Background: an optimization exercise with open tools, aiming at small area and a short achievable clock period. Do not read the settings as production practice. No functional check of the RTL was part of this run.

**flow/design.v**
```verilog
module BC_FIR(
    input  [12:0] in,
    input         clock_s,
    output [12:0] out
);
    reg [11:0] d0;
    reg [11:0] d1;
    reg [11:0] d2;
    reg [11:0] d3;
    reg [11:0] d4;
    reg [11:0] d5;
    reg [11:0] d6;
    reg [11:0] d7;
    reg [11:0] d8;
    reg [11:0] d9;
    reg [11:0] d10;
    reg [11:0] d11;
    reg [11:0] d12;
    reg [11:0] d13;
    reg [11:0] d14;
    reg [11:0] d15;
    reg [11:0] d16;
    reg [11:0] d17;
    reg [11:0] d18;
    reg [11:0] d19;
    reg [11:0] d20;
    reg [11:0] d21;
    reg [11:0] d22;
    reg [11:0] d23;
    reg [11:0] d24;
    reg [11:0] d25;
    reg [11:0] d26;
    reg [11:0] d27;
    reg [11:0] d28;
    reg [11:0] d29;
    reg r3_0;
    reg r3_1;
    reg r3_2;
    reg r3_3;
    reg r3_4;
    reg r3_5;
    reg r3_6;
    reg r3_7;
    reg r3_8;
    reg r3_9;
    reg r3_10;
    reg r3_11;
    reg r3_12;
    reg r3_13;
    reg r3_14;
    reg r2_0;
    reg r2_1;
    reg r2_2;
    reg r2_3;
    reg r2_4;
    reg r2_5;
    reg r2_6;
    reg r2_7;
    reg r2_8;
    reg r2_9;
    reg r2_10;
    reg r2_11;
    reg r2_12;
    reg r2_13;
    reg r1_0;
    reg r1_1;
    reg r1_2;
    reg r1_3;
    reg r1_4;
    reg r1_5;
    reg r1_6;
    reg r1_7;
    reg r1_8;
    reg r1_9;
    reg r1_10;
    reg r1_11;
    reg r1_12;
    reg [12:0] y;
    wire w1;
    wire w2;
    wire w3;
    wire w4;
    wire w5;
    wire w6;
    wire w7;
    wire w8;
    wire w9;
    wire w10;
    wire w11;
    wire w12;
    wire w13;
    wire w14;
    wire w15;
    wire w16;
    wire w17;
    wire w18;
    wire w19;
    wire w20;
    wire w21;
    wire w22;
    wire w23;
    wire w24;
    wire w25;
    wire w26;
    wire w27;
    wire w28;
    wire w29;
    wire w30;
    wire w31;
    wire w32;
    wire w33;
    wire w34;
    wire w35;
    wire w36;
    wire w37;
    wire w38;
    wire w39;
    wire w40;
    wire w41;
    wire w42;
    wire w43;
    wire w44;
    wire w45;
    wire w46;
    wire w47;
    wire w48;
    wire w49;
    wire w50;
    wire w51;
    wire w52;
    wire w53;
    wire w54;
    wire w55;
    wire w56;
    wire w57;
    wire w58;
    wire w59;
    wire w60;
    wire w61;
    wire w62;
    wire w63;
    wire w64;
    wire w65;
    wire w66;
    wire w67;
    wire w68;
    wire w69;
    wire w70;
    wire w71;
    wire w72;
    wire w73;
    wire w74;
    wire w75;
    wire w76;
    wire w77;
    wire w78;
    wire w79;
    wire w80;
    wire w81;
    wire w82;
    wire w83;
    wire w84;
    wire w85;
    wire w86;
    wire w87;
    wire w88;
    wire w89;
    wire w90;
    wire w91;
    wire w92;
    wire w93;
    wire w94;
    wire w95;
    wire w96;
    wire w97;
    wire w98;
    wire w99;
    wire w100;
    wire w101;
    wire w102;
    wire w103;
    wire w104;
    wire w105;
    wire w106;
    wire w107;
    wire w108;
    wire w109;
    wire w110;
    wire w111;
    wire w112;
    wire w113;
    wire w114;
    wire w115;
    wire w116;
    wire w117;
    wire w118;
    wire w119;
    wire w120;
    wire w121;
    wire w122;
    wire w123;
    wire w124;
    wire w125;
    wire w126;
    wire w127;
    wire w128;
    wire w129;
    wire w130;
    wire w131;
    wire w132;
    wire w133;
    wire w134;
    wire w135;
    wire w136;
    wire w137;
    wire w138;
    wire w139;
    wire w140;
    wire w141;
    wire w142;
    wire w143;
    wire w144;
    wire w145;
    wire w146;
    wire w147;
    wire w148;
    wire w149;
    wire w150;
    wire w151;
    wire w152;
    wire w153;
    wire w154;
    wire w155;
    wire w156;
    wire w157;
    wire w158;
    wire w159;
    wire w160;
    wire w161;
    wire w162;
    wire w163;
    wire w164;
    wire w165;
    wire w166;
    wire w167;
    wire w168;
    wire w169;
    wire w170;
    wire w171;
    wire w172;
    wire w173;
    wire w174;
    wire w175;
    wire w176;
    wire w177;
    wire w178;
    wire w179;
    wire w180;
    wire w181;
    wire w182;
    wire w183;
    wire w184;
    wire w185;
    wire w186;
    wire w187;
    wire w188;
    wire w189;
    wire w190;
    wire w191;
    wire w192;
    wire w193;
    wire w194;
    wire w195;
    wire w196;
    wire w197;
    wire w198;
    wire w199;
    wire w200;
    wire w201;
    wire w202;
    wire w203;
    wire w204;
    wire w205;
    wire w206;
    wire w207;
    wire w208;
    wire w209;
    wire w210;
    wire w211;
    wire w212;
    wire w213;
    wire w214;
    wire w215;
    wire w216;
    wire w217;
    wire w218;
    wire w219;
    wire w220;
    wire w221;
    wire w222;
    wire w223;
    wire w224;
    wire w225;
    wire w226;
    wire w227;
    wire w228;
    wire w229;
    wire w230;
    wire w231;
    wire w232;
    wire w233;
    wire w234;
    wire w235;
    wire w236;
    wire w237;
    wire w238;
    wire w239;
    wire w240;
    wire w241;
    wire w242;
    wire w243;
    wire w244;
    wire w245;
    wire w246;
    wire w247;
    wire w248;
    wire w249;
    wire w250;
    wire w251;
    wire w252;
    wire w253;
    wire w254;
    wire w255;
    wire w256;
    wire w257;
    wire w258;
    wire w259;
    wire w260;
    wire w261;
    wire w262;
    wire w263;
    wire w264;
    wire w265;
    wire w266;
    wire w267;
    wire w268;
    wire w269;
    wire w270;
    wire w271;
    wire w272;
    wire w273;
    wire w274;
    wire w275;
    wire w276;
    wire w277;
    wire w278;
    wire w279;
    wire w280;
    wire w281;
    wire w282;
    wire w283;
    wire w284;
    wire w285;
    wire w286;
    wire w287;
    wire w288;
    wire w289;
    wire w290;
    wire w291;
    wire w292;
    wire w293;
    wire w294;
    wire w295;
    wire w296;
    wire w297;
    wire w298;
    wire w299;
    wire w300;
    wire w301;
    wire w302;
    wire w303;
    wire w304;
    wire w305;
    wire w306;
    wire w307;
    wire w308;
    wire w309;
    wire w310;
    wire w311;
    wire w312;
    wire w313;
    wire w314;
    wire w315;
    wire w316;
    wire w317;
    wire w318;
    wire w319;
    wire w320;
    wire w321;
    wire w322;
    wire w323;
    wire w324;
    wire w325;
    wire w326;
    wire w327;
    wire w328;
    wire w329;
    wire w330;
    wire w331;
    wire w332;
    wire w333;
    wire w334;
    wire w335;
    wire w336;
    wire w337;
    wire w338;
    wire w339;
    wire w340;
    wire w341;
    wire w342;
    wire w343;
    wire w344;
    wire w345;
    wire w346;
    wire w347;
    wire w348;
    wire w349;
    wire w350;
    wire w351;
    wire w352;
    wire w353;
    wire w354;
    wire w355;
    wire w356;
    wire w357;
    wire w358;
    wire w359;
    wire w360;
    wire w361;
    wire w362;
    wire w363;
    wire w364;
    wire w365;
    wire w366;
    wire w367;
    wire w368;
    wire w369;
    wire w370;
    wire w371;
    wire w372;
    wire w373;
    wire w374;
    wire w375;
    wire w376;
    wire w377;
    wire w378;
    wire w379;
    wire w380;
    wire w381;
    wire w382;
    wire w383;
    wire w384;
    wire w385;
    wire w386;
    wire w387;
    wire w388;
    wire w389;
    wire w390;
    wire w391;
    wire w392;
    wire w393;
    wire w394;
    wire w395;
    wire w396;
    wire w397;
    wire w398;
    wire w399;
    wire w400;
    wire w401;
    wire w402;
    wire w403;
    wire w404;
    wire w405;
    wire w406;
    wire w407;
    wire w408;
    wire w409;
    wire w410;
    wire w411;
    wire w412;
    wire w413;
    wire w414;
    wire w415;
    wire w416;
    wire w417;
    wire w418;
    wire w419;
    wire w420;
    wire w421;
    wire w422;
    wire w423;
    wire w424;
    wire w425;
    wire w426;
    wire w427;
    wire w428;
    wire w429;
    wire w430;
    wire w431;
    wire w432;
    wire w433;
    wire w434;
    wire w435;
    wire w436;
    wire w437;
    wire w438;
    wire w439;
    wire w440;
    wire w441;
    wire w442;
    wire w443;
    wire w444;
    wire w445;
    wire w446;
    wire w447;
    wire w448;
    wire w449;
    wire w450;
    wire w451;
    wire w452;
    wire w453;
    wire w454;
    wire w455;
    wire w456;
    wire w457;
    wire w458;
    wire w459;
    wire w460;
    wire w461;
    wire w462;
    wire w463;
    wire w464;
    wire w465;
    wire w466;
    wire w467;
    wire w468;
    wire w469;
    wire w470;
    wire w471;
    wire w472;
    wire w473;
    wire w474;
    wire w475;
    wire w476;
    wire w477;
    wire w478;
    wire w479;
    wire w480;
    wire w481;
    wire w482;
    wire w483;
    wire w484;
    wire w485;
    wire w486;
    wire w487;
    wire w488;
    wire w489;
    wire w490;
    wire w491;
    wire w492;
    wire w493;
    wire w494;
    wire w495;
    wire w496;
    wire w497;
    wire w498;
    wire w499;
    wire w500;
    wire w501;
    wire w502;
    wire w503;
    wire w504;
    wire w505;
    wire w506;
    wire w507;
    wire w508;
    wire w509;
    wire w510;
    wire w511;
    wire w512;
    wire w513;
    wire w514;
    wire w515;
    wire w516;
    wire w517;
    wire w518;
    wire w519;
    wire w520;
    wire w521;
    wire w522;
    wire w523;
    wire w524;
    wire w525;
    wire w526;
    wire w527;
    wire w528;
    wire w529;
    wire w530;
    wire w531;
    wire w532;
    wire w533;
    wire w534;
    wire w535;
    wire w536;
    wire w537;
    wire w538;
    wire w539;
    wire w540;
    wire w541;
    wire w542;
    wire w543;
    wire w544;
    wire w545;
    wire w546;
    wire w547;
    wire w548;
    wire w549;
    wire w550;
    wire w551;
    wire w552;
    wire w553;
    wire w554;
    wire w555;
    wire w556;
    wire w557;
    wire w558;
    wire w559;
    wire w560;
    wire w561;
    fa1 u1 (.a(d1[0]), .b(d21[0]), .c(d29[0]), .s(w1), .co(w2));
    fa1 u2 (.a(d25[0]), .b(d1[1]), .c(d21[0]), .s(w3), .co(w4));
    fa1 u3 (.a(d21[1]), .b(d29[1]), .c(w2), .s(w5), .co(w6));
    ha1 u4 (.a(w3), .b(w5), .s(w7), .co(w8));
    fa1 u5 (.a(d25[1]), .b(d1[2]), .c(d21[1]), .s(w9), .co(w10));
    fa1 u6 (.a(d21[2]), .b(d29[0]), .c(d29[2]), .s(w11), .co(w12));
    fa1 u7 (.a(w4), .b(w9), .c(w11), .s(w13), .co(w14));
    fa1 u8 (.a(w6), .b(w13), .c(w8), .s(w15), .co(w16));
    fa1 u9 (.a(d25[2]), .b(d1[3]), .c(d21[2]), .s(w17), .co(w18));
    fa1 u10 (.a(d21[3]), .b(d29[1]), .c(d29[3]), .s(w19), .co(w20));
    fa1 u11 (.a(w10), .b(w12), .c(w17), .s(w21), .co(w22));
    fa1 u12 (.a(w19), .b(w14), .c(w21), .s(w23), .co(w24));
    ha1 u13 (.a(w23), .b(w16), .s(w25), .co(w26));
    fa1 u14 (.a(d25[3]), .b(d1[4]), .c(d5[0]), .s(w27), .co(w28));
    fa1 u15 (.a(d13[0]), .b(d21[0]), .c(d21[3]), .s(w29), .co(w30));
    fa1 u16 (.a(d21[4]), .b(d29[0]), .c(d29[2]), .s(w31), .co(w32));
    fa1 u17 (.a(d29[4]), .b(w18), .c(w20), .s(w33), .co(w34));
    fa1 u18 (.a(w27), .b(w29), .c(w31), .s(w35), .co(w36));
    fa1 u19 (.a(w22), .b(w33), .c(w35), .s(w37), .co(w38));
    fa1 u20 (.a(w24), .b(w37), .c(w26), .s(w39), .co(w40));
    fa1 u21 (.a(d25[4]), .b(d1[5]), .c(d5[1]), .s(w41), .co(w42));
    fa1 u22 (.a(d13[1]), .b(d21[1]), .c(d21[4]), .s(w43), .co(w44));
    fa1 u23 (.a(d21[5]), .b(d29[1]), .c(d29[3]), .s(w45), .co(w46));
    fa1 u24 (.a(d29[5]), .b(w28), .c(w30), .s(w47), .co(w48));
    fa1 u25 (.a(w32), .b(w41), .c(w43), .s(w49), .co(w50));
    fa1 u26 (.a(w45), .b(w34), .c(w47), .s(w51), .co(w52));
    fa1 u27 (.a(w36), .b(w49), .c(w51), .s(w53), .co(w54));
    fa1 u28 (.a(w38), .b(w53), .c(w40), .s(w55), .co(w56));
    fa1 u29 (.a(d25[5]), .b(d1[6]), .c(d5[0]), .s(w57), .co(w58));
    fa1 u30 (.a(d5[2]), .b(d13[0]), .c(d13[2]), .s(w59), .co(w60));
    fa1 u31 (.a(d21[2]), .b(d21[5]), .c(d21[6]), .s(w61), .co(w62));
    fa1 u32 (.a(d29[2]), .b(d29[4]), .c(d29[6]), .s(w63), .co(w64));
    fa1 u33 (.a(w42), .b(w44), .c(w46), .s(w65), .co(w66));
    fa1 u34 (.a(w57), .b(w59), .c(w61), .s(w67), .co(w68));
    fa1 u35 (.a(w63), .b(w48), .c(w50), .s(w69), .co(w70));
    fa1 u36 (.a(w65), .b(w67), .c(w52), .s(w71), .co(w72));
    fa1 u37 (.a(w69), .b(w54), .c(w71), .s(w73), .co(w74));
    ha1 u38 (.a(w73), .b(w56), .s(w75), .co(w76));
    fa1 u39 (.a(d25[6]), .b(d1[7]), .c(d5[1]), .s(w77), .co(w78));
    fa1 u40 (.a(d5[3]), .b(d13[1]), .c(d13[3]), .s(w79), .co(w80));
    fa1 u41 (.a(d21[3]), .b(d21[6]), .c(d21[7]), .s(w81), .co(w82));
    fa1 u42 (.a(d29[3]), .b(d29[5]), .c(d29[7]), .s(w83), .co(w84));
    fa1 u43 (.a(w58), .b(w60), .c(w62), .s(w85), .co(w86));
    fa1 u44 (.a(w64), .b(w77), .c(w79), .s(w87), .co(w88));
    fa1 u45 (.a(w81), .b(w83), .c(w66), .s(w89), .co(w90));
    fa1 u46 (.a(w68), .b(w85), .c(w87), .s(w91), .co(w92));
    fa1 u47 (.a(w70), .b(w89), .c(w91), .s(w93), .co(w94));
    fa1 u48 (.a(w72), .b(w93), .c(w74), .s(w95), .co(w96));
    ha1 u49 (.a(w95), .b(w76), .s(w97), .co(w98));
    fa1 u50 (.a(d9[0]), .b(d25[7]), .c(d1[8]), .s(w99), .co(w100));
    fa1 u51 (.a(d5[2]), .b(d5[4]), .c(d13[2]), .s(w101), .co(w102));
    fa1 u52 (.a(d13[4]), .b(d21[4]), .c(d21[7]), .s(w103), .co(w104));
    fa1 u53 (.a(d21[8]), .b(d29[4]), .c(d29[6]), .s(w105), .co(w106));
    fa1 u54 (.a(d29[8]), .b(w78), .c(w80), .s(w107), .co(w108));
    fa1 u55 (.a(w82), .b(w99), .c(w84), .s(w109), .co(w110));
    fa1 u56 (.a(w101), .b(w103), .c(w105), .s(w111), .co(w112));
    fa1 u57 (.a(w86), .b(w88), .c(w107), .s(w113), .co(w114));
    fa1 u58 (.a(w109), .b(w111), .c(w90), .s(w115), .co(w116));
    fa1 u59 (.a(w92), .b(w113), .c(w115), .s(w117), .co(w118));
    fa1 u60 (.a(w94), .b(w117), .c(w96), .s(w119), .co(w120));
    fa1 u61 (.a(d9[1]), .b(d25[8]), .c(d1[9]), .s(w121), .co(w122));
    fa1 u62 (.a(d5[3]), .b(d5[5]), .c(d13[3]), .s(w123), .co(w124));
    fa1 u63 (.a(d13[5]), .b(d21[5]), .c(d21[8]), .s(w125), .co(w126));
    fa1 u64 (.a(d21[9]), .b(d29[5]), .c(d29[7]), .s(w127), .co(w128));
    fa1 u65 (.a(d29[9]), .b(w100), .c(w102), .s(w129), .co(w130));
    fa1 u66 (.a(w104), .b(w121), .c(w106), .s(w131), .co(w132));
    fa1 u67 (.a(w123), .b(w125), .c(w127), .s(w133), .co(w134));
    fa1 u68 (.a(w108), .b(w110), .c(w129), .s(w135), .co(w136));
    fa1 u69 (.a(w112), .b(w131), .c(w133), .s(w137), .co(w138));
    fa1 u70 (.a(w114), .b(w135), .c(w137), .s(w139), .co(w140));
    fa1 u71 (.a(w116), .b(w139), .c(w118), .s(w141), .co(w142));
    ha1 u72 (.a(w141), .b(w120), .s(w143), .co(w144));
    fa1 u73 (.a(d9[2]), .b(d17[0]), .c(d25[9]), .s(w145), .co(w146));
    fa1 u74 (.a(d1[10]), .b(d5[4]), .c(d5[6]), .s(w147), .co(w148));
    fa1 u75 (.a(d13[4]), .b(d13[6]), .c(d21[6]), .s(w149), .co(w150));
    fa1 u76 (.a(d21[9]), .b(d21[10]), .c(d29[6]), .s(w151), .co(w152));
    fa1 u77 (.a(d29[8]), .b(d29[10]), .c(w122), .s(w153), .co(w154));
    fa1 u78 (.a(w124), .b(w126), .c(w145), .s(w155), .co(w156));
    fa1 u79 (.a(w128), .b(w147), .c(w149), .s(w157), .co(w158));
    fa1 u80 (.a(w151), .b(w130), .c(w153), .s(w159), .co(w160));
    fa1 u81 (.a(w132), .b(w134), .c(w155), .s(w161), .co(w162));
    fa1 u82 (.a(w157), .b(w136), .c(w159), .s(w163), .co(w164));
    fa1 u83 (.a(w138), .b(w161), .c(w163), .s(w165), .co(w166));
    fa1 u84 (.a(w140), .b(w165), .c(w142), .s(w167), .co(w168));
    fa1 u85 (.a(d9[3]), .b(d15[0]), .c(d17[1]), .s(w169), .co(w170));
    fa1 u86 (.a(d25[10]), .b(d1[11]), .c(d5[5]), .s(w171), .co(w172));
    fa1 u87 (.a(d5[7]), .b(d13[5]), .c(d13[7]), .s(w173), .co(w174));
    fa1 u88 (.a(d21[7]), .b(d21[10]), .c(d21[11]), .s(w175), .co(w176));
    fa1 u89 (.a(d29[7]), .b(d29[9]), .c(d29[11]), .s(w177), .co(w178));
    fa1 u90 (.a(w146), .b(w148), .c(w150), .s(w179), .co(w180));
    fa1 u91 (.a(w152), .b(w169), .c(w171), .s(w181), .co(w182));
    fa1 u92 (.a(w173), .b(w175), .c(w177), .s(w183), .co(w184));
    fa1 u93 (.a(w154), .b(w156), .c(w158), .s(w185), .co(w186));
    fa1 u94 (.a(w179), .b(w181), .c(w183), .s(w187), .co(w188));
    fa1 u95 (.a(w160), .b(w162), .c(w185), .s(w189), .co(w190));
    fa1 u96 (.a(w187), .b(w164), .c(w189), .s(w191), .co(w192));
    ha1 u97 (.a(w166), .b(w191), .s(w193), .co(w194));
    ha1 u98 (.a(w193), .b(w168), .s(w195), .co(w196));
    assign w197 = d9[4] ^ d15[1];
    assign w198 = d17[2] ^ d25[11];
    assign w199 = d1[0] ^ d5[6];
    assign w200 = d5[8] ^ d13[6];
    assign w201 = d13[8] ^ d21[8];
    assign w202 = d21[11] ^ d29[0];
    assign w203 = d29[8] ^ d29[10];
    assign w204 = w197 ^ w198;
    assign w205 = w199 ^ w200;
    assign w206 = w201 ^ w202;
    assign w207 = w203 ^ w204;
    assign w208 = w205 ^ w170;
    assign w209 = w172 ^ w174;
    assign w210 = w206 ^ w176;
    assign w211 = w178 ^ w207;
    assign w212 = w208 ^ w209;
    assign w213 = w210 ^ w211;
    assign w214 = w212 ^ w180;
    assign w215 = w213 ^ w182;
    assign w216 = w184 ^ w214;
    assign w217 = w215 ^ w216;
    assign w218 = w186 ^ w217;
    assign w219 = w188 ^ w218;
    assign w220 = w219 ^ w190;
    assign w221 = w220 ^ w192;
    assign w222 = w221 ^ w194;
    assign w223 = w222 ^ w196;
    assign w224 = ~r3_0;
    assign w225 = ~r3_1;
    assign w226 = ~r3_2;
    assign w227 = ~r3_3;
    assign w228 = ~r3_4;
    assign w229 = ~r3_5;
    assign w230 = ~r3_6;
    assign w231 = ~r3_7;
    assign w232 = ~r3_8;
    assign w233 = ~r3_9;
    assign w234 = ~r3_10;
    assign w235 = ~r3_11;
    assign w236 = ~r3_12;
    assign w237 = ~r3_13;
    assign w238 = ~r3_14;
    fa1 u99 (.a(d10[0]), .b(d18[0]), .c(w224), .s(w239), .co(w240));
    fa1 u100 (.a(d6[0]), .b(d10[0]), .c(d10[1]), .s(w241), .co(w242));
    fa1 u101 (.a(d18[1]), .b(w225), .c(d16[0]), .s(w243), .co(w244));
    fa1 u102 (.a(w240), .b(w241), .c(w243), .s(w245), .co(w246));
    fa1 u103 (.a(d6[1]), .b(d10[1]), .c(d10[2]), .s(w247), .co(w248));
    fa1 u104 (.a(d18[2]), .b(w226), .c(d16[1]), .s(w249), .co(w250));
    fa1 u105 (.a(w242), .b(w244), .c(w247), .s(w251), .co(w252));
    fa1 u106 (.a(w249), .b(w246), .c(w251), .s(w253), .co(w254));
    fa1 u107 (.a(d6[2]), .b(d10[2]), .c(d10[3]), .s(w255), .co(w256));
    fa1 u108 (.a(d18[3]), .b(w227), .c(d16[2]), .s(w257), .co(w258));
    fa1 u109 (.a(w248), .b(w250), .c(w255), .s(w259), .co(w260));
    fa1 u110 (.a(w257), .b(w252), .c(w259), .s(w261), .co(w262));
    ha1 u111 (.a(w254), .b(w261), .s(w263), .co(w264));
    fa1 u112 (.a(d6[3]), .b(d10[3]), .c(d10[4]), .s(w265), .co(w266));
    fa1 u113 (.a(d18[4]), .b(w228), .c(d16[3]), .s(w267), .co(w268));
    fa1 u114 (.a(w256), .b(w258), .c(w265), .s(w269), .co(w270));
    fa1 u115 (.a(w267), .b(w260), .c(w269), .s(w271), .co(w272));
    fa1 u116 (.a(w262), .b(w271), .c(w264), .s(w273), .co(w274));
    fa1 u117 (.a(d6[4]), .b(d10[4]), .c(d10[5]), .s(w275), .co(w276));
    fa1 u118 (.a(d18[5]), .b(w229), .c(d16[4]), .s(w277), .co(w278));
    fa1 u119 (.a(w266), .b(w268), .c(w275), .s(w279), .co(w280));
    fa1 u120 (.a(w277), .b(w270), .c(w279), .s(w281), .co(w282));
    fa1 u121 (.a(w272), .b(w281), .c(w274), .s(w283), .co(w284));
    fa1 u122 (.a(d6[5]), .b(d10[5]), .c(d10[6]), .s(w285), .co(w286));
    fa1 u123 (.a(d18[6]), .b(w230), .c(d16[5]), .s(w287), .co(w288));
    fa1 u124 (.a(w276), .b(w278), .c(w285), .s(w289), .co(w290));
    fa1 u125 (.a(w287), .b(w280), .c(w289), .s(w291), .co(w292));
    fa1 u126 (.a(w282), .b(w291), .c(w284), .s(w293), .co(w294));
    fa1 u127 (.a(d6[6]), .b(d10[6]), .c(d10[7]), .s(w295), .co(w296));
    fa1 u128 (.a(d18[7]), .b(w231), .c(d16[6]), .s(w297), .co(w298));
    fa1 u129 (.a(w286), .b(w288), .c(w295), .s(w299), .co(w300));
    fa1 u130 (.a(w297), .b(w290), .c(w299), .s(w301), .co(w302));
    fa1 u131 (.a(w292), .b(w301), .c(w294), .s(w303), .co(w304));
    fa1 u132 (.a(d6[7]), .b(d10[7]), .c(d10[8]), .s(w305), .co(w306));
    fa1 u133 (.a(d18[8]), .b(w232), .c(w233), .s(w307), .co(w308));
    fa1 u134 (.a(d16[7]), .b(w296), .c(w298), .s(w309), .co(w310));
    fa1 u135 (.a(w305), .b(w307), .c(w300), .s(w311), .co(w312));
    fa1 u136 (.a(w309), .b(w302), .c(w311), .s(w313), .co(w314));
    fa1 u137 (.a(d6[8]), .b(d10[8]), .c(d10[9]), .s(w315), .co(w316));
    fa1 u138 (.a(d18[9]), .b(w234), .c(d16[0]), .s(w317), .co(w318));
    fa1 u139 (.a(d16[8]), .b(w306), .c(w308), .s(w319), .co(w320));
    fa1 u140 (.a(w315), .b(w317), .c(w310), .s(w321), .co(w322));
    fa1 u141 (.a(w319), .b(w312), .c(w321), .s(w323), .co(w324));
    ha1 u142 (.a(w314), .b(w323), .s(w325), .co(w326));
    fa1 u143 (.a(d6[9]), .b(d14[0]), .c(d10[9]), .s(w327), .co(w328));
    fa1 u144 (.a(d10[10]), .b(d18[10]), .c(w235), .s(w329), .co(w330));
    fa1 u145 (.a(w236), .b(d16[1]), .c(d16[9]), .s(w331), .co(w332));
    fa1 u146 (.a(w316), .b(w318), .c(w327), .s(w333), .co(w334));
    fa1 u147 (.a(w329), .b(w331), .c(w320), .s(w335), .co(w336));
    fa1 u148 (.a(w333), .b(w322), .c(w335), .s(w337), .co(w338));
    fa1 u149 (.a(w324), .b(w337), .c(w326), .s(w339), .co(w340));
    fa1 u150 (.a(d6[10]), .b(d14[1]), .c(d10[10]), .s(w341), .co(w342));
    fa1 u151 (.a(d10[11]), .b(d18[11]), .c(w237), .s(w343), .co(w344));
    fa1 u152 (.a(d16[2]), .b(d16[10]), .c(w328), .s(w345), .co(w346));
    fa1 u153 (.a(w330), .b(w332), .c(w341), .s(w347), .co(w348));
    fa1 u154 (.a(w343), .b(w345), .c(w334), .s(w349), .co(w350));
    fa1 u155 (.a(w347), .b(w336), .c(w349), .s(w351), .co(w352));
    fa1 u156 (.a(w338), .b(w351), .c(w340), .s(w353), .co(w354));
    assign w355 = d6[11] ^ d14[2];
    assign w356 = d10[11] ^ w238;
    assign w357 = d16[3] ^ d16[11];
    assign w358 = w355 ^ w356;
    assign w359 = w357 ^ w342;
    assign w360 = w358 ^ w344;
    assign w361 = w359 ^ w360;
    assign w362 = w346 ^ w361;
    assign w363 = w348 ^ w362;
    assign w364 = w363 ^ w350;
    assign w365 = w364 ^ w352;
    assign w366 = w365 ^ w354;
    fa1 u157 (.a(r2_4), .b(d19[0]), .c(d27[0]), .s(w367), .co(w368));
    fa1 u158 (.a(r2_5), .b(d19[1]), .c(d27[1]), .s(w369), .co(w370));
    ha1 u159 (.a(w368), .b(w369), .s(w371), .co(w372));
    fa1 u160 (.a(r2_6), .b(d19[0]), .c(d19[2]), .s(w373), .co(w374));
    fa1 u161 (.a(d27[0]), .b(d27[2]), .c(w370), .s(w375), .co(w376));
    fa1 u162 (.a(w373), .b(w372), .c(w375), .s(w377), .co(w378));
    fa1 u163 (.a(r2_7), .b(d19[1]), .c(d19[3]), .s(w379), .co(w380));
    fa1 u164 (.a(d27[1]), .b(d27[3]), .c(w374), .s(w381), .co(w382));
    fa1 u165 (.a(w379), .b(w376), .c(w381), .s(w383), .co(w384));
    ha1 u166 (.a(w378), .b(w383), .s(w385), .co(w386));
    fa1 u167 (.a(r2_8), .b(r2_9), .c(d23[0]), .s(w387), .co(w388));
    fa1 u168 (.a(d19[2]), .b(d19[4]), .c(d27[2]), .s(w389), .co(w390));
    fa1 u169 (.a(d27[4]), .b(w380), .c(w387), .s(w391), .co(w392));
    fa1 u170 (.a(w389), .b(w382), .c(w391), .s(w393), .co(w394));
    fa1 u171 (.a(w384), .b(w393), .c(w386), .s(w395), .co(w396));
    fa1 u172 (.a(r2_10), .b(d23[1]), .c(d19[3]), .s(w397), .co(w398));
    fa1 u173 (.a(d19[5]), .b(d27[3]), .c(d27[5]), .s(w399), .co(w400));
    fa1 u174 (.a(w388), .b(w390), .c(w397), .s(w401), .co(w402));
    fa1 u175 (.a(w399), .b(w392), .c(w401), .s(w403), .co(w404));
    fa1 u176 (.a(w394), .b(w403), .c(w396), .s(w405), .co(w406));
    fa1 u177 (.a(r2_11), .b(d23[2]), .c(d19[4]), .s(w407), .co(w408));
    fa1 u178 (.a(d19[6]), .b(d27[4]), .c(d27[6]), .s(w409), .co(w410));
    fa1 u179 (.a(w398), .b(w400), .c(w407), .s(w411), .co(w412));
    fa1 u180 (.a(w409), .b(w402), .c(w411), .s(w413), .co(w414));
    fa1 u181 (.a(w404), .b(w413), .c(w406), .s(w415), .co(w416));
    fa1 u182 (.a(r2_12), .b(d23[3]), .c(d19[5]), .s(w417), .co(w418));
    fa1 u183 (.a(d19[7]), .b(d27[5]), .c(d27[7]), .s(w419), .co(w420));
    fa1 u184 (.a(w408), .b(w410), .c(w417), .s(w421), .co(w422));
    fa1 u185 (.a(w419), .b(w412), .c(w421), .s(w423), .co(w424));
    fa1 u186 (.a(w414), .b(w423), .c(w416), .s(w425), .co(w426));
    assign w427 = r2_13 ^ d23[4];
    assign w428 = d19[6] ^ d19[8];
    assign w429 = d27[6] ^ d27[8];
    assign w430 = w427 ^ w428;
    assign w431 = w429 ^ w430;
    assign w432 = w418 ^ w420;
    assign w433 = w431 ^ w432;
    assign w434 = w433 ^ w422;
    assign w435 = w434 ^ w424;
    assign w436 = w435 ^ w426;
    fa1 u187 (.a(r1_0), .b(d0[0]), .c(d18[0]), .s(w437), .co(w438));
    fa1 u188 (.a(r1_1), .b(d0[0]), .c(d0[1]), .s(w439), .co(w440));
    fa1 u189 (.a(d18[1]), .b(d16[1]), .c(w438), .s(w441), .co(w442));
    fa1 u190 (.a(r1_2), .b(d0[1]), .c(d0[2]), .s(w443), .co(w444));
    fa1 u191 (.a(d4[0]), .b(d18[2]), .c(d16[2]), .s(w445), .co(w446));
    fa1 u192 (.a(w440), .b(w443), .c(w445), .s(w447), .co(w448));
    fa1 u193 (.a(r1_3), .b(d0[2]), .c(d0[3]), .s(w449), .co(w450));
    fa1 u194 (.a(d4[1]), .b(d18[3]), .c(d16[3]), .s(w451), .co(w452));
    fa1 u195 (.a(w444), .b(w446), .c(w449), .s(w453), .co(w454));
    fa1 u196 (.a(w451), .b(w448), .c(w453), .s(w455), .co(w456));
    fa1 u197 (.a(r1_4), .b(d0[3]), .c(d0[4]), .s(w457), .co(w458));
    fa1 u198 (.a(d4[0]), .b(d4[2]), .c(d12[0]), .s(w459), .co(w460));
    fa1 u199 (.a(d18[4]), .b(d16[4]), .c(w450), .s(w461), .co(w462));
    fa1 u200 (.a(w452), .b(w457), .c(w459), .s(w463), .co(w464));
    fa1 u201 (.a(w461), .b(w454), .c(w463), .s(w465), .co(w466));
    fa1 u202 (.a(r1_5), .b(d0[4]), .c(d0[5]), .s(w467), .co(w468));
    fa1 u203 (.a(d4[1]), .b(d4[3]), .c(d12[1]), .s(w469), .co(w470));
    fa1 u204 (.a(d18[5]), .b(d16[5]), .c(w458), .s(w471), .co(w472));
    fa1 u205 (.a(w460), .b(w467), .c(w469), .s(w473), .co(w474));
    fa1 u206 (.a(w462), .b(w471), .c(w464), .s(w475), .co(w476));
    fa1 u207 (.a(w473), .b(w475), .c(w466), .s(w477), .co(w478));
    fa1 u208 (.a(r1_6), .b(d0[5]), .c(d0[6]), .s(w479), .co(w480));
    fa1 u209 (.a(d4[2]), .b(d4[4]), .c(d12[2]), .s(w481), .co(w482));
    fa1 u210 (.a(d18[6]), .b(d16[6]), .c(w468), .s(w483), .co(w484));
    fa1 u211 (.a(w470), .b(w479), .c(w481), .s(w485), .co(w486));
    fa1 u212 (.a(w472), .b(w483), .c(w474), .s(w487), .co(w488));
    fa1 u213 (.a(w485), .b(w476), .c(w487), .s(w489), .co(w490));
    fa1 u214 (.a(r1_7), .b(d0[6]), .c(d0[7]), .s(w491), .co(w492));
    fa1 u215 (.a(d4[3]), .b(d4[5]), .c(d12[3]), .s(w493), .co(w494));
    fa1 u216 (.a(d18[7]), .b(d16[7]), .c(w480), .s(w495), .co(w496));
    fa1 u217 (.a(w482), .b(w491), .c(w493), .s(w497), .co(w498));
    fa1 u218 (.a(w484), .b(w495), .c(w486), .s(w499), .co(w500));
    fa1 u219 (.a(w497), .b(w488), .c(w499), .s(w501), .co(w502));
    fa1 u220 (.a(r1_8), .b(d0[7]), .c(d0[8]), .s(w503), .co(w504));
    fa1 u221 (.a(d4[4]), .b(d4[6]), .c(d12[4]), .s(w505), .co(w506));
    fa1 u222 (.a(d18[8]), .b(d16[8]), .c(w492), .s(w507), .co(w508));
    fa1 u223 (.a(w494), .b(w503), .c(w505), .s(w509), .co(w510));
    fa1 u224 (.a(w496), .b(w507), .c(w498), .s(w511), .co(w512));
    fa1 u225 (.a(w509), .b(w500), .c(w511), .s(w513), .co(w514));
    fa1 u226 (.a(r1_9), .b(d0[8]), .c(d0[9]), .s(w515), .co(w516));
    fa1 u227 (.a(d4[5]), .b(d4[7]), .c(d12[5]), .s(w517), .co(w518));
    fa1 u228 (.a(d18[9]), .b(d16[9]), .c(w504), .s(w519), .co(w520));
    fa1 u229 (.a(w506), .b(w515), .c(w517), .s(w521), .co(w522));
    fa1 u230 (.a(w508), .b(w519), .c(w510), .s(w523), .co(w524));
    fa1 u231 (.a(w521), .b(w512), .c(w523), .s(w525), .co(w526));
    fa1 u232 (.a(r1_10), .b(d0[9]), .c(d0[10]), .s(w527), .co(w528));
    fa1 u233 (.a(d4[6]), .b(d4[8]), .c(d12[6]), .s(w529), .co(w530));
    fa1 u234 (.a(d18[10]), .b(d16[10]), .c(w516), .s(w531), .co(w532));
    fa1 u235 (.a(w518), .b(w527), .c(w529), .s(w533), .co(w534));
    fa1 u236 (.a(w520), .b(w531), .c(w522), .s(w535), .co(w536));
    fa1 u237 (.a(w533), .b(w524), .c(w535), .s(w537), .co(w538));
    fa1 u238 (.a(r1_11), .b(d0[10]), .c(d0[11]), .s(w539), .co(w540));
    fa1 u239 (.a(d4[7]), .b(d4[9]), .c(d12[7]), .s(w541), .co(w542));
    fa1 u240 (.a(d18[11]), .b(d16[11]), .c(w528), .s(w543), .co(w544));
    fa1 u241 (.a(w530), .b(w539), .c(w541), .s(w545), .co(w546));
    fa1 u242 (.a(w532), .b(w543), .c(w534), .s(w547), .co(w548));
    fa1 u243 (.a(w545), .b(w536), .c(w547), .s(w549), .co(w550));
    assign w551 = r1_12 ^ d24[0];
    assign w552 = d0[11] ^ d4[8];
    assign w553 = d4[10] ^ d12[0];
    assign w554 = d12[8] ^ w551;
    assign w555 = w552 ^ w553;
    assign w556 = w554 ^ w555;
    assign w557 = w540 ^ w542;
    assign w558 = w556 ^ w557;
    assign w559 = w558 ^ w544;
    assign w560 = w546 ^ w559;
    assign w561 = w560 ^ w548;
    wire [12:0] ra = {w550, w538, w526, w514, w502, w490, w478, w477, w456, w455, w442, w439, d16[0]};
    wire [12:0] rb = {w561, w549, w537, w525, w513, w501, w489, 1'b0, w465, 1'b0, w447, w441, w437};
    wire [12:0] ysum = ra + rb + 13'd4617;
    always @(posedge clock_s) begin
        d0 <= in[11:0];
        d1 <= d0;
        d2 <= d1;
        d3 <= d2;
        d4 <= ~d3;
        d5 <= d4;
        d6 <= d5;
        d7 <= ~d6;
        d8 <= d7;
        d9 <= d8;
        d10 <= d9;
        d11 <= d10;
        d12 <= d11;
        d13 <= d12;
        d14 <= d13;
        d15 <= ~d14;
        d16 <= d15;
        d17 <= d16;
        d18 <= d17;
        d19 <= d18;
        d20 <= d19;
        d21 <= d20;
        d22 <= d21;
        d23 <= d22;
        d24 <= ~d23;
        d25 <= d24;
        d26 <= d25;
        d27 <= d26;
        d28 <= d27;
        d29 <= d28;
        r3_0 <= w1;
        r3_1 <= w7;
        r3_2 <= w15;
        r3_3 <= w25;
        r3_4 <= w39;
        r3_5 <= w55;
        r3_6 <= w75;
        r3_7 <= w97;
        r3_8 <= w98;
        r3_9 <= w119;
        r3_10 <= w143;
        r3_11 <= w167;
        r3_12 <= w144;
        r3_13 <= w195;
        r3_14 <= w223;
        r2_0 <= w239;
        r2_1 <= w245;
        r2_2 <= w253;
        r2_3 <= w263;
        r2_4 <= w273;
        r2_5 <= w283;
        r2_6 <= w293;
        r2_7 <= w303;
        r2_8 <= w313;
        r2_9 <= w304;
        r2_10 <= w325;
        r2_11 <= w339;
        r2_12 <= w353;
        r2_13 <= w366;
        r1_0 <= r2_0;
        r1_1 <= r2_1;
        r1_2 <= r2_2;
        r1_3 <= r2_3;
        r1_4 <= w367;
        r1_5 <= w371;
        r1_6 <= w377;
        r1_7 <= w385;
        r1_8 <= w395;
        r1_9 <= w405;
        r1_10 <= w415;
        r1_11 <= w425;
        r1_12 <= w436;
        y <= ysum;
    end
    assign out = y;
endmodule
module fa1(input a, input b, input c, output s, output co);
    assign {co, s} = a + b + c;
endmodule
module ha1(input a, input b, output s, output co);
    assign {co, s} = a + b;
endmodule
```
**flow/flow/run.sh**
```bash
#!/bin/bash
# Standard ORFS layout (the standard.sh), with the port buffers made from
# sky130_fd_sc_hd__buf_2 instead of the default delay-buffer cell.
set -euo pipefail
bash standard.sh "BUFFER_PORTS_ARGS=-buffer_cell sky130_fd_sc_hd__buf_2" finish > standard_flow.log 2>&1
```
**flow/standard.sh**
```bash
#!/bin/bash
# synth_recipe.tcl (not shown) runs the flow's synth.tcl, then flattens the netlist and writes it again
# the make line also repeats each setting of config.mk as NAME=value (left out here)
make -C /OpenROAD-flow-scripts/flow DESIGN_CONFIG=/design/flow/config.mk WORK_HOME=/design/flow/orfs CLKGATE_MAP_FILE= SYNTH_SCRIPT=/design/flow/synth_recipe.tcl "${@:-finish}"
```
**flow/config.mk**
```make
export PLATFORM = sky130hd
export DESIGN_NAME = BC_FIR
export DESIGN_NICKNAME = BC_FIR
export VERILOG_FILES = /design/flow/design.v
export SDC_FILE = /design/flow/constraint.sdc
export NUM_CORES = 4
export LEC_CHECK = 0
export CAP_MARGIN = 20
export CORE_MARGIN = 2
export CORE_UTILIZATION = 40
export CTS_BUF_LIST = sky130_fd_sc_hd__clkbuf_8
export CTS_CLUSTER_DIAMETER = 60
export CTS_CLUSTER_SIZE = 20
export SLEW_MARGIN = 20
export SYNTH_HIERARCHICAL = 1
export SYNTH_MINIMUM_KEEP_SIZE = 0
```
**flow/constraint.sdc**
```tcl
create_clock -name core_clock -period 16.0 [get_ports {clock_s}]
set_input_delay 3.2000 -clock core_clock [delete_from_list [all_inputs] [get_ports {clock_s}]]
set_output_delay 3.2000 -clock core_clock [all_outputs]
set_load 0.01 [all_outputs]
```
==> results.json <==
{
  "ios": 27,
  "synthCells": 853,
  "slew_violations": 0,
  "drtPass1Iterations": 4,
  "worstPathRequired_ns": 16.54,
  "hold_path_startpoint": "d8[8]$_DFF_P_",
  "cts_buffers": 28,
  "clockBufferDepth": 3,
  "path_class": "reg -> reg",
  "regArea_um2": 8310,
  "grt_usage": 0.148,
  "crit_top_cell": "fa_1",
  "critPathTopFamily": "adder cells",
  "cp_slowest_stage_delay_ns": 0.51,
  "routed_wl_um": 26400,
  "synth_top_area_frac": 0.574,
  "end_kind": "register",
  "syn-cell-area_um2": 14500,
  "root_buffer": "clkbuf_8",
  "fillerInstances": 3197,
  "clk_transition_reported_paths_ns": 0.12,
  "dieHeight_um": 194,
  "rsz0062_at_grt": "false",
  "clkSinkCount": 415,
  "min_to": "d9[8]$_DFF_P_",
  "htree_levels": 1,
  "first_iter_violations": 218,
  "hold_buffers": 0,
  "hold_path_depth": 0,
  "finalCritPeriodShare": 0.283,
  "max_freq_mhz": 221,
  "synth.avg_cell_area_um2": 17.0,
  "port_buffers": 25,
  "dieWidth_um": 194,
  "r2r-end": "r3_14$_DFF_P_",
  "stdcell_area_um2": 15700,
  "cts_tree": "built",
  "r2r.worst_path.cells": 13,
  "synth_top_area_cell": "dfxtp_1",
  "maxCapViolCount": 0,
  "setup_violations": 0,
  "drcViolationCount": 0,
  "post_drt_via_cell_ratio": 4.22,
  "run_status": "no timing/DRC/antenna violations",
  "synthTopCellsByArea": "dfxtp_1, fa_1, xnor2_1",
  "reg2reg_from": "d13[1]$_DFF_P_",
  "cts_setup_buffers": 0,
  "yosysSeqAreaShare": 0.574,
  "place_area_um2": 15200,
  "critPathArrivalTime_ns": 5.06,
  "synth_warnings": 7,
  "worstHoldPathType": "reg -> reg",
  "syn_to_final_growth_pct": 8.52,
  "grt_start_max_net_pins": 21,
  "finalNetCount": 1186,
  "cts_resized": 0,
  "place.gp.congestion": 0.801,
  "max-slew-margin-rel": 0.662,
  "dp.final_hpwl_um": 21500,
  "path_cells": "fa_1 > fa_1 > fa_1 > fa_1 > fa_1 > fa_1 > fa_1 > ha_1 > xnor2_1 > xnor2_1 > xnor2_1 > xnor2_1 > xnor2_1",
  "regToRegSetupSlack_ns": 11.48,
  "fin_skew_ns": 0.0179,
  "num_rows": 69,
  "overflow": 0,
  "largest_register": "y",
  "start_util": 0.407,
  "ys_ff_latch": 415,
  "worstMarginPinSlew_ns": 0.507,
  "vias": 5844,
  "period_minus_slack_ns": 4.52,
  "synth_nets": 1131,
  "grt_antenna_before_repair": 0,
  "wl_per_cell_um": 19.1,
  "crit_slowest_cell": "fa_1",
  "hold_violations": 0,
  "grt_pass1_vias": 6598,
  "fin_hold_ws_ns": 0.323,
  "multi_input_area_um2": 5880,
  "drive_above_1_share": 0.0783,
  "dieArea_um2": 37700,
  "clk_latency_ns": 0.61,
  "tns_ns": 0,
  "largest_reg_flops": 13,
  "critical_path.max_fanout": 3,
  "synth_cell_type_count": 26,
  "coreArea_um2": 35600,
  "utilization": 0.441,
  "crit_buf_inv": 0,
  "grt_pass1_wl_um": 40900,
  "antenna_left": 0,
  "cp-start-kind": "register"
}
==> layout make-up <==
cell class / count / area share
Timing Repair Buffer: 25 / 0.00797
Tap cell: 461 / 0.0368
Inverter: 73 / 0.0175
Sequential cell: 415 / 0.529
Clock inverter: 12 / 0.00686
Multi-Input combinational cell: 365 / 0.375
Clock buffer: 30 / 0.0263
Antenna cell: 4 / 0.000638
==> through the flow <==
stage | worst slack [ns] | cells
2_1_floorplan | 11.87 | 853
3_3_place_gp | 11.51 | 1339
3_5_place_dp | 11.50 | 1339
4_1_cts | 11.48 | 1381
5_1_grt | 11.35 | 1381
6_report | 11.48 | 1385
==> kinds of logic after synthesis <==
family	after synthesis	synth area share
compound gates	20	0.0105
xor+xnor	71	0.0430
fa+ha+maj	264	0.349
buf+inv	73	0.0189
flops	415	0.574
simple gates	10	0.00381
==> worst reg2reg max path, cell delays in order (launching register included) <==
cell and delay (ns):
dfxtp_1 0.47, fa_1 0.51, fa_1 0.41, fa_1 0.39, fa_1 0.46, fa_1 0.40, fa_1 0.39, fa_1 0.41
ha_1 0.21, xnor2_1 0.18, xnor2_1 0.16, xnor2_1 0.16, xnor2_1 0.16, xnor2_1 0.14
==> layout by cell type, fill, tap and decap left out, types with 2 or more instances in the layout <==
master / n
dfxtp_1: 415
fa_1: 233
inv_1: 74
xnor2_1: 59
ha_1: 31
clkbuf_8: 30
buf_2: 25
xor2_1: 12
inv_6: 7
diode_2: 4
a21oi_1: 4
a21o_1: 3
o21ai_0: 3
nor2_1: 3
nor3_1: 2
clkinvlp_4: 2
==> worst max path at each step <==
stage	start	depth (start not counted)	to
final	d13[1]$_DFF_P_	13	r3_14$_DFF_P_
after global routing	d13[1]$_DFF_P_	13	r3_14$_DFF_P_
after CTS	d13[1]$_DFF_P_	13	r3_14$_DFF_P_
after detailed placement	d13[1]$_DFF_P_	13	r3_14$_DFF_P_
after global placement	d13[1]$_DFF_P_	13	r3_14$_DFF_P_
after floorplan	d25[4]$_DFF_P_	13	r3_14$_DFF_P_
==> modules after synthesis, one instance, submodules excluded <==
module | copies in the design | cells
fa1 | 232 | 1
ha1 | 11 | 1
BC_FIR | 1 | 610
==> cell usage after synthesis (all sizes together) <==
cell type	n
fa	233
and3	2
and2	1
a2111o	1
dfxtp	415
xnor2	59
a31oi	1
a211oi	1
nand3	1
nor3	2
xor2	12
o21ai	4
nor2	3
a21o	3
ha	31
a311oi	1
o211ai	1
a21oi	5
inv	73
o21bai	1
or2b	1
o21a	1
a2111oi	1
==> metal layers <==
metal / share of wire / track usage
met1: 0.46 / 0.209
met2: 0.49 / 0.245
met3: 0.030 / 0.0204
met4: 0.018 / 0.0311
met5: 0 / 0

==> what the ideal ports hide <==
No port has a modelled driver above. Below, the same layout with a new extraction and two added sets of constraints. Step 1 (the two cells are an assumption about what drives the block):
set clk [get_ports {clock_s}]
set_driving_cell -lib_cell sky130_fd_sc_hd__clkbuf_16 $clk
set_driving_cell -lib_cell sky130_fd_sc_hd__buf_2 [delete_from_list [all_inputs] $clk]
Step 2 also shifts input and output timing later by t, the mid clock arrival at the registers, as if the neighbouring blocks saw the same clock. Three values: no drivers, after step 1, after step 2; two values: the first two.
shift t [ns]: 0.647
slack for setup (ns): 11.479 / 11.479 / 11.479
clock arrival spread, ns: 0.022 / 0.022
worst register clock-pin slew, ns: 0.12 / 0.12
worst data-port slew with drivers (ns): 0.03
After both steps this run still meets setup and hold. For this run, drivers alone change the setup slack by 0.000 ns; drivers and shift together by 0.000 ns.
